Background: an optimization exercise with open tools, aiming at small area. Do not read the settings as production practice.
No run shown here included a check of the RTL's function; only the layout flow was run.

File: run.sh
#!/bin/bash
# synth_recipe.tcl (not shown) runs the flow's synth.tcl, then flattens the netlist and writes it again
# the make line also repeats each setting of config.mk as NAME=value (left out here)
make -C /OpenROAD-flow-scripts/flow DESIGN_CONFIG=/design/flow/config.mk WORK_HOME=/design/flow/orfs CLKGATE_MAP_FILE= SYNTH_SCRIPT=/design/flow/synth_recipe.tcl finish
File: config.mk
export PLATFORM = sky130hd
export DESIGN_NAME = cordic_pipe_rtl
export DESIGN_NICKNAME = cordic_pipe_rtl
export VERILOG_FILES = /design/flow/design.v
export SDC_FILE = /design/flow/constraint.sdc
export NUM_CORES = 4
export LEC_CHECK = 0
export ABC_AREA = 1
export CAP_MARGIN = 20
export CORE_MARGIN = 2
export CORE_UTILIZATION = 60
export CTS_BUF_LIST = sky130_fd_sc_hd__clkbuf_8
export CTS_CLUSTER_DIAMETER = 60
export CTS_CLUSTER_SIZE = 16
export SLEW_MARGIN = 20
File: constraint.sdc
create_clock -name core_clock -period 5.0 [get_ports {clock}]
set_input_delay 1.0000 -clock core_clock [delete_from_list [all_inputs] [get_ports {clock}]]
set_output_delay 1.0000 -clock core_clock [all_outputs]
set_load 0.01 [all_outputs]
File: design.v
module add_sh_rca #(parameter J = 0) (input [11:0] a, input [11:0] b, input neg, output [11:0] y);
wire signed [11:0] bs = b;
wire signed [11:0] sh = bs >>> J;
wire [11:0] x = sh ^ {12{neg}};
wire [12:0] c;
assign c[0] = neg;
genvar i;
generate for (i = 0; i < 12; i = i + 1) begin : g
  assign y[i] = a[i] ^ x[i] ^ c[i];
  assign c[i+1] = (a[i] & x[i]) | (a[i] & c[i]) | (x[i] & c[i]);
end endgenerate
endmodule
module add_sh_hyb #(parameter J = 1) (input [11:0] a, input [11:0] b, input neg, output [11:0] y);
localparam N = 12 - J;
wire [11:0] x = (b >> J) ^ {12{neg}};    
wire [N:0] c;
assign c[0] = neg;
genvar i;
generate for (i = 0; i < N; i = i + 1) begin : g
  assign y[i] = a[i] ^ x[i] ^ c[i];
  assign c[i+1] = (a[i] & x[i]) | (a[i] & c[i]) | (x[i] & c[i]);
end endgenerate
wire k = b[11] ^ neg;      
wire chg = k ^ c[N];       
wire [J:0] run;
assign run[0] = chg;
generate for (i = 0; i < J; i = i + 1) begin : h
  assign y[N+i] = a[N+i] ^ run[i];
  assign run[i+1] = run[i] & (a[N+i] ^ ~c[N]);
end endgenerate
endmodule
module add_sh_fast #(parameter J = 0) (input [11:0] a, input [11:0] b, input neg, output [11:0] y);
wire signed [11:0] bs = b;
wire signed [11:0] sh = bs >>> J;
wire [11:0] x = sh ^ {12{neg}};
wire [12:0] t = {a, 1'b1} + {x, neg};
assign y = t[12:1];
endmodule
module rcaN #(parameter N = 8) (input [N-1:0] a, input [N-1:0] b, input ci, output [N-1:0] s);
wire [N:0] c;
assign c[0] = ci;
genvar i;
generate for (i = 0; i < N; i = i + 1) begin : g
  assign s[i] = a[i] ^ b[i] ^ c[i];
  assign c[i+1] = (a[i] & b[i]) | (a[i] & c[i]) | (b[i] & c[i]);
end endgenerate
endmodule
module mul621_fast (input [11:0] x, output [11:0] y);
wire signed [11:0] xx = x;
wire signed [21:0] xs = xx;
wire signed [21:0] a = (xs <<< 3) + xs;
wire signed [21:0] p = (a <<< 6) + (a <<< 2) + a;
assign y = p[21:10];
endmodule
module mul621_rca (input [11:0] x, output [11:0] y);
wire signed [11:0] xx = x;
wire signed [21:0] xs = xx;
wire [21:0] a, b, p;
rcaN #(22) u1 (xs <<< 3, xs, 1'b0, a);
rcaN #(22) u2 (a << 4, a, 1'b0, b);
rcaN #(22) u3 (b << 2, a, 1'b0, p);
assign y = p[21:10];
endmodule
module mul9_rca (input [11:0] x, output [15:0] y);
wire signed [11:0] xx = x;
wire signed [15:0] xs = xx;
rcaN #(16) u1 (xs <<< 3, xs, 1'b0, y);
endmodule
module mul9_fast (input [11:0] x, output [15:0] y);
wire signed [11:0] xx = x;
wire signed [15:0] xs = xx;
assign y = (xs <<< 3) + xs;
endmodule
module mul69_rca (input [15:0] x, output [11:0] y);
wire signed [15:0] xx = x;
wire signed [21:0] a = xx;
wire [21:0] b, p;
rcaN #(22) u2 (a << 4, a, 1'b0, b);
rcaN #(22) u3 (b << 2, a, 1'b0, p);
assign y = p[21:10];
endmodule
module mul69_fast (input [15:0] x, output [11:0] y);
wire signed [15:0] xx = x;
wire signed [21:0] a = xx;
wire signed [21:0] p = (a <<< 6) + (a <<< 2) + a;
assign y = p[21:10];
endmodule
module csa3 #(parameter N = 8) (input [N-1:0] a, input [N-1:0] b, input [N-1:0] c, output [N-1:0] s, output [N-1:0] k);
assign s = a ^ b ^ c;
assign k = {(a[N-2:0] & b[N-2:0]) | (a[N-2:0] & c[N-2:0]) | (b[N-2:0] & c[N-2:0]), 1'b0};
endmodule
module mul621_csa (input [11:0] x, output [11:0] y);
wire signed [11:0] xx = x;
wire signed [21:0] xs = xx;
wire signed [21:0] a = (xs <<< 3) + xs;
wire [21:0] s, k;
csa3 #(22) u (a << 6, a << 2, a, s, k);
wire [21:0] p = s + k;
assign y = p[21:10];
endmodule
module mul621_csa2 (input [11:0] x, output [11:0] y);
wire signed [11:0] xx = x;
wire signed [21:0] xs = xx;
wire [21:0] s1, k1, s2, k2, s3, k3, s4, k4;
csa3 #(22) u1 (xs << 9, xs << 6, xs << 5, s1, k1);
csa3 #(22) u2 (xs << 3, xs << 2, xs, s2, k2);
csa3 #(22) u3 (s1, k1, s2, s3, k3);
csa3 #(22) u4 (s3, k3, k2, s4, k4);
wire [21:0] p = s4 + k4;
assign y = p[21:10];
endmodule
module add_sh_hyb2 #(parameter J = 1) (input [11:0] a, input [11:0] b, input neg, output [11:0] y);
localparam N = 12 - J;
wire [11:0] x = (b >> J) ^ {12{neg}};    
wire [N:0] c;
assign c[0] = neg;
genvar i;
generate for (i = 0; i < N; i = i + 1) begin : g
  assign y[i] = a[i] ^ x[i] ^ c[i];
  assign c[i+1] = (a[i] & x[i]) | (a[i] & c[i]) | (x[i] & c[i]);
end endgenerate
wire k = b[11] ^ neg;      
wire [J:0] pinc, pdec;
assign pinc[0] = 1'b1;
assign pdec[0] = 1'b1;
generate for (i = 0; i < J; i = i + 1) begin : h
  assign pinc[i+1] = pinc[i] & a[N+i];
  assign pdec[i+1] = pdec[i] & ~a[N+i];
  assign y[N+i] = c[N] ? (a[N+i] ^ (~k & pinc[i])) : (a[N+i] ^ (k & pdec[i]));
end endgenerate
endmodule
module add_sh_hyb3 #(parameter J = 1) (input [11:0] a, input [11:0] b, input neg, output [11:0] y);
localparam N = 12 - J;
wire [11:0] x = (b >> J) ^ {12{neg}};    
wire [N:0] c;
assign c[0] = neg;
genvar i;
generate for (i = 0; i < N; i = i + 1) begin : g
  assign {c[i+1], y[i]} = a[i] + x[i] + c[i];
end endgenerate
wire k = b[11] ^ neg;      
wire chg = k ^ c[N];       
wire [J:0] run;
assign run[0] = chg;
generate for (i = 0; i < J; i = i + 1) begin : h
  assign y[N+i] = a[N+i] ^ run[i];
  assign run[i+1] = run[i] & (a[N+i] ^ ~c[N]);
end endgenerate
endmodule
module cordic_pipe_rtl( clock, reset, ce, angle_in, sin_out, cos_out, valid_out );
input clock, reset, ce;
input [11:0] angle_in;
output [11:0] sin_out, cos_out;
output valid_out;
reg [3:0] vcnt;
always @(posedge clock) if (reset) vcnt <= 4'd0; else if (ce && vcnt != 4'd15) vcnt <= vcnt + 4'd1;
assign valid_out = (vcnt == 4'd15);
reg signed [11:0] r0;
always @(posedge clock) if (ce) r0 <= angle_in;
wire d0 = r0 > 12'sd0;
wire d1 = d0 ? (r0 > 12'sd804) : (r0 > -12'sd804);
reg d2, d3;
always @* case ({d0,d1})
  2'b11: d2 = r0 > 12'sd1279; 2'b10: d2 = r0 > 12'sd329; 2'b01: d2 = r0 > -12'sd329; default: d2 = r0 > -12'sd1279;
endcase
always @* case ({d0,d1,d2})
  3'b111: d3 = r0 > 12'sd1530; 3'b110: d3 = r0 > 12'sd1028; 3'b101: d3 = r0 > 12'sd580;  3'b100: d3 = r0 > 12'sd78;
  3'b011: d3 = r0 > -12'sd78;  3'b010: d3 = r0 > -12'sd580; 3'b001: d3 = r0 > -12'sd1028; default: d3 = r0 > -12'sd1530;
endcase
reg [15:0] r1;
always @(posedge clock) if (ce) r1 <= {d0, d1, d2, d3, r0};
wire signed [12:0] t4;    
wire [15:0] t4_b0 = 16'h0000;
assign t4[0] = t4_b0[r1[15:12]];
wire [15:0] t4_b1 = 16'h9696;
assign t4[1] = t4_b1[r1[15:12]];
wire [15:0] t4_b2 = 16'he8e8;
assign t4[2] = t4_b2[r1[15:12]];
wire [15:0] t4_b3 = 16'h3cc3;
assign t4[3] = t4_b3[r1[15:12]];
wire [15:0] t4_b4 = 16'h3f03;
assign t4[4] = t4_b4[r1[15:12]];
wire [15:0] t4_b5 = 16'h3f03;
assign t4[5] = t4_b5[r1[15:12]];
wire [15:0] t4_b6 = 16'h30f3;
assign t4[6] = t4_b6[r1[15:12]];
wire [15:0] t4_b7 = 16'h3f03;
assign t4[7] = t4_b7[r1[15:12]];
wire [15:0] t4_b8 = 16'h6a56;
assign t4[8] = t4_b8[r1[15:12]];
wire [15:0] t4_b9 = 16'he631;
assign t4[9] = t4_b9[r1[15:12]];
wire [15:0] t4_b10 = 16'h1e0f;
assign t4[10] = t4_b10[r1[15:12]];
wire [15:0] t4_b11 = 16'hfe00;
assign t4[11] = t4_b11[r1[15:12]];
wire [15:0] t4_b12 = 16'hfe00;
assign t4[12] = t4_b12[r1[15:12]];
wire signed [11:0] q1 = r1[11:0];
wire signed [12:0] y4 = q1 + t4;
wire [6:0] v = y4[12] ? 7'd0 : (y4[11:8] != 4'd0) ? 7'd127 : y4[7:1];
reg [10:0] r2;
always @(posedge clock) if (ce) r2 <= {r1[15:12], v};
reg [10:0] r3;
always @(posedge clock) if (ce) r3 <= r2;
reg [10:0] r4;
always @(posedge clock) if (ce) r4 <= r3;
reg [10:0] r5;
always @(posedge clock) if (ce) r5 <= r4;
reg [10:0] r6;
always @(posedge clock) if (ce) r6 <= r5;
reg [10:0] r7;
always @(posedge clock) if (ce) r7 <= r6;
reg [10:0] r8;
always @(posedge clock) if (ce) r8 <= r7;
reg [10:0] r9;
always @(posedge clock) if (ce) r9 <= r8;
wire [11:0] sl1, cl2;   
wire [31:0] sl1_b0 = 32'hffffffff;
assign sl1[0] = sl1_b0[r9[10:6]];
wire [31:0] sl1_b1 = 32'h96696996;
assign sl1[1] = sl1_b1[r9[10:6]];
wire [31:0] sl1_b2 = 32'h69696969;
assign sl1[2] = sl1_b2[r9[10:6]];
wire [31:0] sl1_b3 = 32'h99669966;
assign sl1[3] = sl1_b3[r9[10:6]];
wire [31:0] sl1_b4 = 32'h5a5aa5a5;
assign sl1[4] = sl1_b4[r9[10:6]];
wire [31:0] sl1_b5 = 32'h003cc3ff;
assign sl1[5] = sl1_b5[r9[10:6]];
wire [31:0] sl1_b6 = 32'h17555517;
assign sl1[6] = sl1_b6[r9[10:6]];
wire [31:0] sl1_b7 = 32'he5cccc58;
assign sl1[7] = sl1_b7[r9[10:6]];
wire [31:0] sl1_b8 = 32'h0669699f;
assign sl1[8] = sl1_b8[r9[10:6]];
wire [31:0] sl1_b9 = 32'hf87171e0;
assign sl1[9] = sl1_b9[r9[10:6]];
wire [31:0] sl1_b10 = 32'hff817e00;
assign sl1[10] = sl1_b10[r9[10:6]];
wire [31:0] sl1_b11 = 32'h00017fff;
assign sl1[11] = sl1_b11[r9[10:6]];
wire [31:0] cl2_b0 = 32'hffffffff;
assign cl2[0] = cl2_b0[r9[10:6]];
wire [31:0] cl2_b1 = 32'h96699669;
assign cl2[1] = cl2_b1[r9[10:6]];
wire [31:0] cl2_b2 = 32'h96966969;
assign cl2[2] = cl2_b2[r9[10:6]];
wire [31:0] cl2_b3 = 32'h66999966;
assign cl2[3] = cl2_b3[r9[10:6]];
wire [31:0] cl2_b4 = 32'h5a5a5a5a;
assign cl2[4] = cl2_b4[r9[10:6]];
wire [31:0] cl2_b5 = 32'h3c00003c;
assign cl2[5] = cl2_b5[r9[10:6]];
wire [31:0] cl2_b6 = 32'haae81755;
assign cl2[6] = cl2_b6[r9[10:6]];
wire [31:0] cl2_b7 = 32'h33a7e5cc;
assign cl2[7] = cl2_b7[r9[10:6]];
wire [31:0] cl2_b8 = 32'h96600669;
assign cl2[8] = cl2_b8[r9[10:6]];
wire [31:0] cl2_b9 = 32'h8e1ff871;
assign cl2[9] = cl2_b9[r9[10:6]];
wire [31:0] cl2_b10 = 32'h81ffff81;
assign cl2[10] = cl2_b10[r9[10:6]];
wire [31:0] cl2_b11 = 32'h80000001;
assign cl2[11] = cl2_b11[r9[10:6]];
wire [11:0] s3, c4;   
add_sh_hyb #(5) u_s3 (.a(sl1), .b(cl2), .neg(~r9[5]), .y(s3));
add_sh_hyb #(5) u_c4 (.a(cl2), .b(sl1), .neg(r9[5]), .y(c4));
reg [11:0] rs10, rc10;
reg [4:0] rd10;
always @(posedge clock) if (ce) begin rs10 <= s3; rc10 <= c4; rd10 <= r9[4:0]; end
wire [11:0] s5, c6;   
add_sh_hyb #(6) u_s5 (.a(rs10), .b(rc10), .neg(~rd10[4]), .y(s5));
add_sh_hyb #(6) u_c6 (.a(rc10), .b(rs10), .neg(rd10[4]), .y(c6));
reg [11:0] rs11, rc11;
reg [3:0] rd11;
always @(posedge clock) if (ce) begin rs11 <= s5; rc11 <= c6; rd11 <= rd10[3:0]; end
wire [11:0] s7, c8;   
add_sh_hyb #(7) u_s7 (.a(rs11), .b(rc11), .neg(~rd11[3]), .y(s7));
add_sh_hyb #(7) u_c8 (.a(rc11), .b(rs11), .neg(rd11[3]), .y(c8));
wire [11:0] s9, c10;   
add_sh_hyb #(8) u_s9 (.a(s7), .b(c8), .neg(~rd11[2]), .y(s9));
add_sh_hyb #(8) u_c10 (.a(c8), .b(s7), .neg(rd11[2]), .y(c10));
reg [11:0] rs12, rc12;
reg [1:0] rd12;
always @(posedge clock) if (ce) begin rs12 <= s9; rc12 <= c10; rd12 <= rd11[1:0]; end
wire [11:0] s11, c12;   
add_sh_hyb #(9) u_s11 (.a(rs12), .b(rc12), .neg(~rd12[1]), .y(s11));
add_sh_hyb #(9) u_c12 (.a(rc12), .b(rs12), .neg(rd12[1]), .y(c12));
wire [11:0] s13, c14;   
add_sh_hyb #(10) u_s13 (.a(s11), .b(c12), .neg(~rd12[0]), .y(s13));
add_sh_hyb #(10) u_c14 (.a(c12), .b(s11), .neg(rd12[0]), .y(c14));
reg [11:0] rs13, rc13;
always @(posedge clock) if (ce) begin rs13 <= s13; rc13 <= c14; end
wire [11:0] ms15, mc16;
mul621_fast u_ms15 (.x(rs13), .y(ms15));
mul621_fast u_mc16 (.x(rc13), .y(mc16));
reg [11:0] rs14, rc14;
always @(posedge clock) if (ce) begin rs14 <= ms15; rc14 <= mc16; end
assign sin_out = rs14;
assign cos_out = rc14;
endmodule
==> metrics.cfg, run 1 <==
[clock_tree]
cts_max_path_buffers=3
cts_root_buf=clkbuf_8
cts_buffers=26
cts_tree=built
postCtsHoldBufs=0
clk_pin_slew_ps=90
htreeDepth=1
clock_latency_ps=590
cts_sinks=250

[yosys]
syn_nets=1822
yosys.area.top_type=edfxtp_1
ys_ff_latch=250
ys_warn_count=1
yosys-top-cells-area=edfxtp_1 44%, fa_1 8.1%, xor2_1 7.0%
yosysSeqAreaShare_pct=44.9
synth_area_per_cell_um2=10.1
synth_area_mm2=0.0166
synth_cells=1648
async_flop_share_pct=0
synth_top_area_share_pct=44.4
synth.most_common_cell=nand2_1
yosys-top-cells-count=296 x nand2_1, 246 x edfxtp_1, 227 x inv_1, 133 x xor2_1, 92 x ha_1
ys.flop_type=edfxtp_1
synth_edf_count=246
synth.distinct_cells=56

[placement]
dp_hpwl_um=23300
io_buffers=39
place_inst=2111
place.gp.congestion=0.900
dp_slack_ps=-294

[timing]
setup_viol=14
rsz0062_at_grt=yes
min_period_ps=5260
fmax_mhz=190
setup_tns_ps=-1910
slew_violations=0
setup_ws_ps=-261
tightest_slew_ps=901
max_slew_margin_pct=39.9
hold_viol_final=0
post-route-period-util_pct=105
finClkSkew_ps=31.1

[die]
pin_count=40
fp.dieH_um=171
coreArea_mm2=0.0271
die_x_um=171
initial_utilization_pct=61.4
dieArea_mm2=0.0291
rows=60

[drt]
viasPerCell=5.20
drt_iter0_drc=571
drc=0
drt-total-wl_um=31200
ant_nets=0
drtPass1Iterations=5
routedWlPerCell_um=14.1
vias=11500

[global_routing]
grt_pass1_vias=11400
grt-ovfl-total=0
grt_pass1_wl_um=51900
antenna_found_initial=0
track_usage_pct=22.0
grt_start_max_net_pins=123

[worst_setup_path]
cpMaxStageDelayCell=fa_2
slowest_delay_ps=420
cp-end-kind=flop
critPathKind=reg2reg
r2r_slack_ps=-260
cp.required_ps=5330
cp-start-kind=flop
cp_max_fo=5
worst_path_most_repeated_cell=fa_2
arrival_ps=5590

[layout]
area_delta_synth_final_pct=14.6
instances_no_fill=2204
drive_gt1_share_pct=17.3
multiInputGateArea_mm2=0.00839
fillers=2047
antennaDiodeCount=0
layout.nets=1987
regArea_mm2=0.00747

[outcome]
status=finished with violations
so_faults=setup timing

[hold_path]
min_path_type=reg2reg

[flow_run]
drv_cap=0

-- logic make-up after synthesis --
| family | count (synthesis) | share of synthesized area [%] |
|---|---|---|
| adders and majority gates | 159 | 15.0 |
| and+or+nand+nor | 582 | 16.5 |
| muxes | 2 | 0.120 |
| xor gates and xnor gates | 190 | 10.2 |
| AOI/OAI and AO/OA | 207 | 7.27 |
| buffers and inverters | 258 | 6.10 |
| DFF | 250 | 44.9 |
-- cell type report --
| class | instances | area share (%) |
|---|---|---|
| Clock buffer | 27 | 1.95 |
| Tap cell | 372 | 2.44 |
| Timing Repair Buffer | 154 | 6.82 |
| Clock inverter | 20 | 0.899 |
| Multi-Input combinational cell | 1140 | 44.0 |
| Sequential cell | 250 | 39.1 |
| Inverter | 241 | 4.77 |
-- worst max-delay path, delay by kind of cell (launching register included) --
family	cells	cell delay [ps]
adder cells (fa/ha/maj)	7	2380
flip-flops	1	340
AO/OA/AOI/OAI	5	630
buffers and inverters	7	630
XOR/XNOR	1	160
AND/OR/NAND/NOR	8	850
-- path summary, 6_finish.rpt --
path | from | end | depth (start not counted)
setup reg to reg | rd11[3] | rc12[11] | 28
hold / removal | r5[8] | r6[8] | 0
hold reg to reg | r5[8] | r6[8] | 0
setup / recovery | rd11[3] | rc12[11] | 28
-- flip-flops by register name (all words and copies together), names as in the netlist, 12 cells and up --
| register | cells |
|---|---|
| rc12 | 12 |
| rs13 | 12 |
| rs10 | 12 |
| r1 | 15 |
| rc10 | 12 |
| rc13 | 12 |
| rs14 | 12 |
| rs12 | 12 |
| rs11 | 12 |
| rc14 | 12 |
| rc11 | 12 |
| r0 | 12 |
-- cell usage in the layout (no fill, tap or decap), types with 5 or more instances in the layout --
| cell type | count |
|---|---|
| xnor2_1 | 50 |
| xor2_1 | 131 |
| nand3_1 | 83 |
| or2_1 | 6 |
| ha_1 | 90 |
| nand2_1 | 289 |
| nand2_4 | 7 |
| fa_2 | 18 |
| or2_2 | 14 |
| a31oi_1 | 5 |
| clkbuf_8 | 27 |
| o21ai_1 | 9 |
| inv_2 | 22 |
| inv_1 | 221 |
| nor2_1 | 71 |
| nand3b_1 | 5 |
| o21ai_2 | 7 |
| o21ai_4 | 6 |
| nand2_2 | 29 |
| nand4_1 | 21 |
| nand3_2 | 10 |
| nor3_1 | 19 |
| clkdlybuf4s50_1 | 38 |
| fa_1 | 49 |
| a21o_1 | 6 |
| buf_6 | 8 |
| nor2_4 | 6 |
| a21oi_1 | 83 |
| o21ai_0 | 52 |
| nor2_2 | 9 |
| o211ai_1 | 7 |
| buf_4 | 106 |
| edfxtp_1 | 246 |
| o21bai_1 | 9 |
-- per-layer routing --
layer | wire (um) | up-vias | track usage (%)
li1 | - | 5838 | -
met5 | 0 | - | 0
met4 | 886 | 0 | 7.10
met1 | 13400 | 5327 | 27.1
met3 | 1160 | 74 | 3.03
met2 | 15700 | 214 | 40.1
-- stage by stage --
stage / hold WS (ps) / utilization (%) / cell area (um^2)
after floorplan: 400 / - / 16700
after global placement: 402 / 66.5 / 18000
after detailed placement: 405 / 66.5 / 18000
after CTS: 409 / 69.9 / 19000
after global routing: 414 / 70.4 / 19100
final: 411 / 70.4 / 19100
-- what timing repair did --
item                       CTS  global route
setup buffers               43             8
hold endpoints to repair     0             0
pin swaps                   18             3
gates resized for setup     18            31
setup endpoints to repair   14            32
==> run 2: changes to the inputs <==
==> flow/run.sh (new file) <==
#!/bin/bash
# Layout flow: the standard ORFS flow with a smaller clock tree (no dummy loads,
# clkbuf_8 leaf buffers in clusters of at most 16 sinks) and buf_1 port buffers.
set -o pipefail
cp standard.sh standard_sh_copy.txt
export CTS_ARGS="-sink_clustering_enable -repair_clock_nets -dont_use_dummy_load -buf_list sky130_fd_sc_hd__clkbuf_8 -sink_clustering_size 16 -sink_clustering_max_diameter 60"
export BUFFER_PORTS_ARGS="-buffer_cell sky130_fd_sc_hd__buf_1"
bash standard.sh > standard.log 2>&1
==> standard.sh (new file) <==
#!/bin/bash
# synth_recipe.tcl (not shown) runs the flow's synth.tcl, then flattens the netlist and writes it again
# the make line also repeats each setting of config.mk as NAME=value (left out here)
make -C /OpenROAD-flow-scripts/flow DESIGN_CONFIG=/design/flow/config.mk WORK_HOME=/design/flow/orfs CLKGATE_MAP_FILE= SYNTH_SCRIPT=/design/flow/synth_recipe.tcl "${@:-finish}"
--- a/config.mk
+++ b/config.mk
@@ -9,7 +9,6 @@
 export CAP_MARGIN = 20
 export CORE_MARGIN = 2
 export CORE_UTILIZATION = 60
-export CTS_BUF_LIST = sky130_fd_sc_hd__clkbuf_8
-export CTS_CLUSTER_DIAMETER = 60
-export CTS_CLUSTER_SIZE = 16
+export SETUP_SLACK_MARGIN = 0.2
 export SLEW_MARGIN = 20
+export TNS_END_PERCENT = 100
removed: run.sh
==> metrics.cfg, run 2 <==
[yosys]
yosys-top-cells-area=edfxtp_1 44%, fa_1 8.1%, xor2_1 7.0%
syn_nets=1822  ; unchanged
async_flop_share_pct=0  ; unchanged
yosysSeqAreaShare_pct=44.9  ; unchanged
synth_area_per_cell_um2=10.1  ; unchanged
yosys-top-cells-count=296 x nand2_1, 246 x edfxtp_1, 227 x inv_1, 133 x xor2_1, 92 x ha_1
synth.most_common_cell=nand2_1
ys.flop_type=edfxtp_1
synth_top_area_share_pct=44.4  ; unchanged
synth.distinct_cells=56  ; unchanged
synth_edf_count=246  ; unchanged
yosys.area.top_type=edfxtp_1
synth_cells=1648  ; unchanged
synth_area_mm2=0.0166  ; unchanged
ys_ff_latch=250  ; unchanged
ys_warn_count=1  ; unchanged

[worst_setup_path]
cp-start-kind=flop
crit_path_end=rc12[10]
cp-end-kind=flop
cp_max_fo=6  ; +1
r2r_cells=26  ; -7.1%
critPathKind=reg2reg
reg2reg_to=rc12[10]
timing.rr.start=rd11[3]
critPathLaunch=rd11[3]
cp.required_ps=5290  ; -40 ps
arrival_ps=5560  ; -30 ps
r2r_slack_ps=-270  ; about the same

[clock_tree]
postCtsHoldBufs=0  ; unchanged
clk_pin_slew_ps=80  ; about the same
clock_latency_ps=600  ; about the same
cts_sinks=250  ; unchanged
cts_tree=built
cts_max_path_buffers=3  ; unchanged
cts_root_buf=clkbuf_8
htreeDepth=1  ; unchanged
cts_buffers=27  ; +3.8%

[drt]
ant_nets=0  ; unchanged
drc=0  ; unchanged
vias=11500  ; +0.50%
routedWlPerCell_um=14.5  ; +2.9%
drt-total-wl_um=31800  ; +2.1%
viasPerCell=5.26  ; +1.3%
drt_iter0_drc=573  ; +0.35%
drtPass1Iterations=6  ; +1

[global_routing]
grt_pass1_wl_um=50900  ; -2.0%
antenna_found_initial=0  ; unchanged
grt-ovfl-total=0  ; unchanged
grt_pass1_vias=11200  ; -1.9%
grt_start_max_net_pins=62  ; -50%
track_usage_pct=21.6  ; -0.42 points

[placement]
io_buffers=39  ; unchanged
dp_hpwl_um=23800  ; +2.3%
dpl_cell_area_mm2=0.0178  ; -0.99%
place_inst=2120  ; +0.43%
place.gp.congestion=0.886  ; -1.6%

[timing]
post-route-period-util_pct=105  ; +0.17 points
slew_violations=0  ; unchanged
rsz0062_at_grt=yes
min_period_ps=5270  ; +8.27 ps
finClkSkew_ps=93.5  ; +62.4 ps
tightest_slew_ps=886  ; -15.2 ps
setup_viol=11  ; -3
fmax_mhz=190  ; -0.16%
hold_viol_final=0  ; unchanged
max_slew_margin_pct=40.9  ; +1.0 points
setup_ws_ps=-269  ; -8.27 ps

[layout]
antennaDiodeCount=0  ; unchanged
drive_gt1_share_pct=18.6  ; +1.3 points
mostFrequentLayoutCell=nand2_1
fin_area_mm2=0.0189  ; -0.66%
largest_reg_flops=15  ; unchanged
layout.nets=1991  ; +0.20%
area_delta_synth_final_pct=13.9
top_register=r1
fillers=2033  ; -0.68%
instances_no_fill=2187  ; -0.77%
final_cell_mix=285 x nand2_1, 246 x edfxtp_1, 214 x inv_1

[hold_path]
hold_path_depth=0  ; unchanged
min_path_type=reg2reg

[outcome]
so_faults=setup timing
status=finished with violations

[die]
rows=60  ; unchanged
dieArea_mm2=0.0291  ; unchanged
fp.dieH_um=171  ; unchanged
initial_utilization_pct=61.4  ; unchanged
pin_count=40  ; unchanged
coreArea_mm2=0.0271  ; unchanged
die_x_um=171  ; unchanged

[flow_run]
drv_cap=0  ; unchanged

-- run 2: cell counts after synthesis --
Identical to the previous run, type by type.
-- run 2: layout make-up --
| class | instances | area (um^2) | share of cell area [%] |
|---|---|---|---|
| multi-input cells | 1140 | 8630 | 45.5 |
| flip-flops and latches | 250 | 7470 | 39.4 |
| repair buffers | 157 | 1100 | 5.82 |
| inverters | 241 | 915 | 4.83 |
| well taps | 372 | 465 | 2.46 |
| clock buffers | 27 | 372 | 1.96 |
-- run 2: kinds of logic after synthesis --
kind of cell,Yosys count,share of synthesized area [%]
buf+inv,258,6.10
flops,250,44.9
fa+ha+maj,159,15.0
mux,2,0.120
simple gates,582,16.5
compound gates,207,7.27
xor+xnor,190,10.2
-- run 2: what timing repair did --
item / 4_1_cts / 5_1_grt
hold endpoints to repair: 0 / 0
resized for setup: 29 / 84
buffers inserted: 15 / 25
pin swaps: 18 / 27
setup endpoints to repair: 18 / 48
-- run 2: worst min-delay path by stage --
stage / startpoint / endpoint / slack (ps)
2_1_floorplan: r2[0] / r3[0] / 400
3_3_place_gp: rd11[0] / rd12[0] / 400
3_5_place_dp: r2[10] / r3[10] / 400
4_1_cts: r6[9] / r7[9] / 380
5_1_grt: r6[3] / r7[3] / 390
6_report: r6[9] / r7[9] / 370
-- run 2: routing by layer --
metal / up-vias / part of all wire [%] / GRT usage (%)
li1: 5814 / - / -
met1: 5448 / 42 / 26.4
met2: 171 / 51 / 39.2
met3: 77 / 3.4 / 3.15
met4: 0 / 3.2 / 7.40
met5: - / 0 / 0
-- run 2: critical path, stage by stage (launching register included) --
cell and delay, ps:
edfxtp_1 340, buf_6 170, inv_6 50, buf_6 110, o21ai_4 130, fa_2 220
inv_2 40, fa_2 340, fa_2 350, fa_2 360, or2_4 260, o21ai_4 180
buf_4 140, nand4_1 130, nand2_1 140, xor2_1 100, fa_2 380, fa_2 350
fa_2 430, inv_4 130, buf_6 120, nand2_2 70, nor2_1 160, a21oi_2 70
nor2_4 140, buf_6 120, xnor2_2 60
-- run 2: through the flow --
stage	TNS [ps]	worst slack, ps	hold slack [ps]	utilization (%)
after floorplan	-2030	-273	400	-
after global placement	-1380	-199	402	65.8
after detailed placement	-2760	-300	405	65.8
after CTS	-331	-104	383	68.0
after global routing	-4310	-476	386	69.9
final	-1480	-269	368	69.9

[static timing again, ports no longer ideal]
In the flow no input, the clock included, has a driving cell. The finished layouts below were timed again as built, in two steps. Step 1, drivers: a clkbuf_16 drives clock and a buf_2 each remaining input, both assumed. Step 2 moves the port delays by t, midway between the first and last clock arrival at a register: inputs arrive t later, outputs are due t later. That takes back most of the time a late clock gives input paths. Slacks: ideal ports / drivers / drivers and shift; pairs: ideal ports / drivers.
run | t (ns) | setup WS [ns] | clock arrival spread, ns | worst slew at a driven data input, ns | pins driven straight from the clock port
run 1 | 0.611 | -0.261 / -0.261 / -0.261 | 0.032 / 0.031 | 0.05 | 1
run 2 | 0.602 | -0.269 / -0.269 / -0.269 | 0.095 / 0.095 | 0.03 | 1
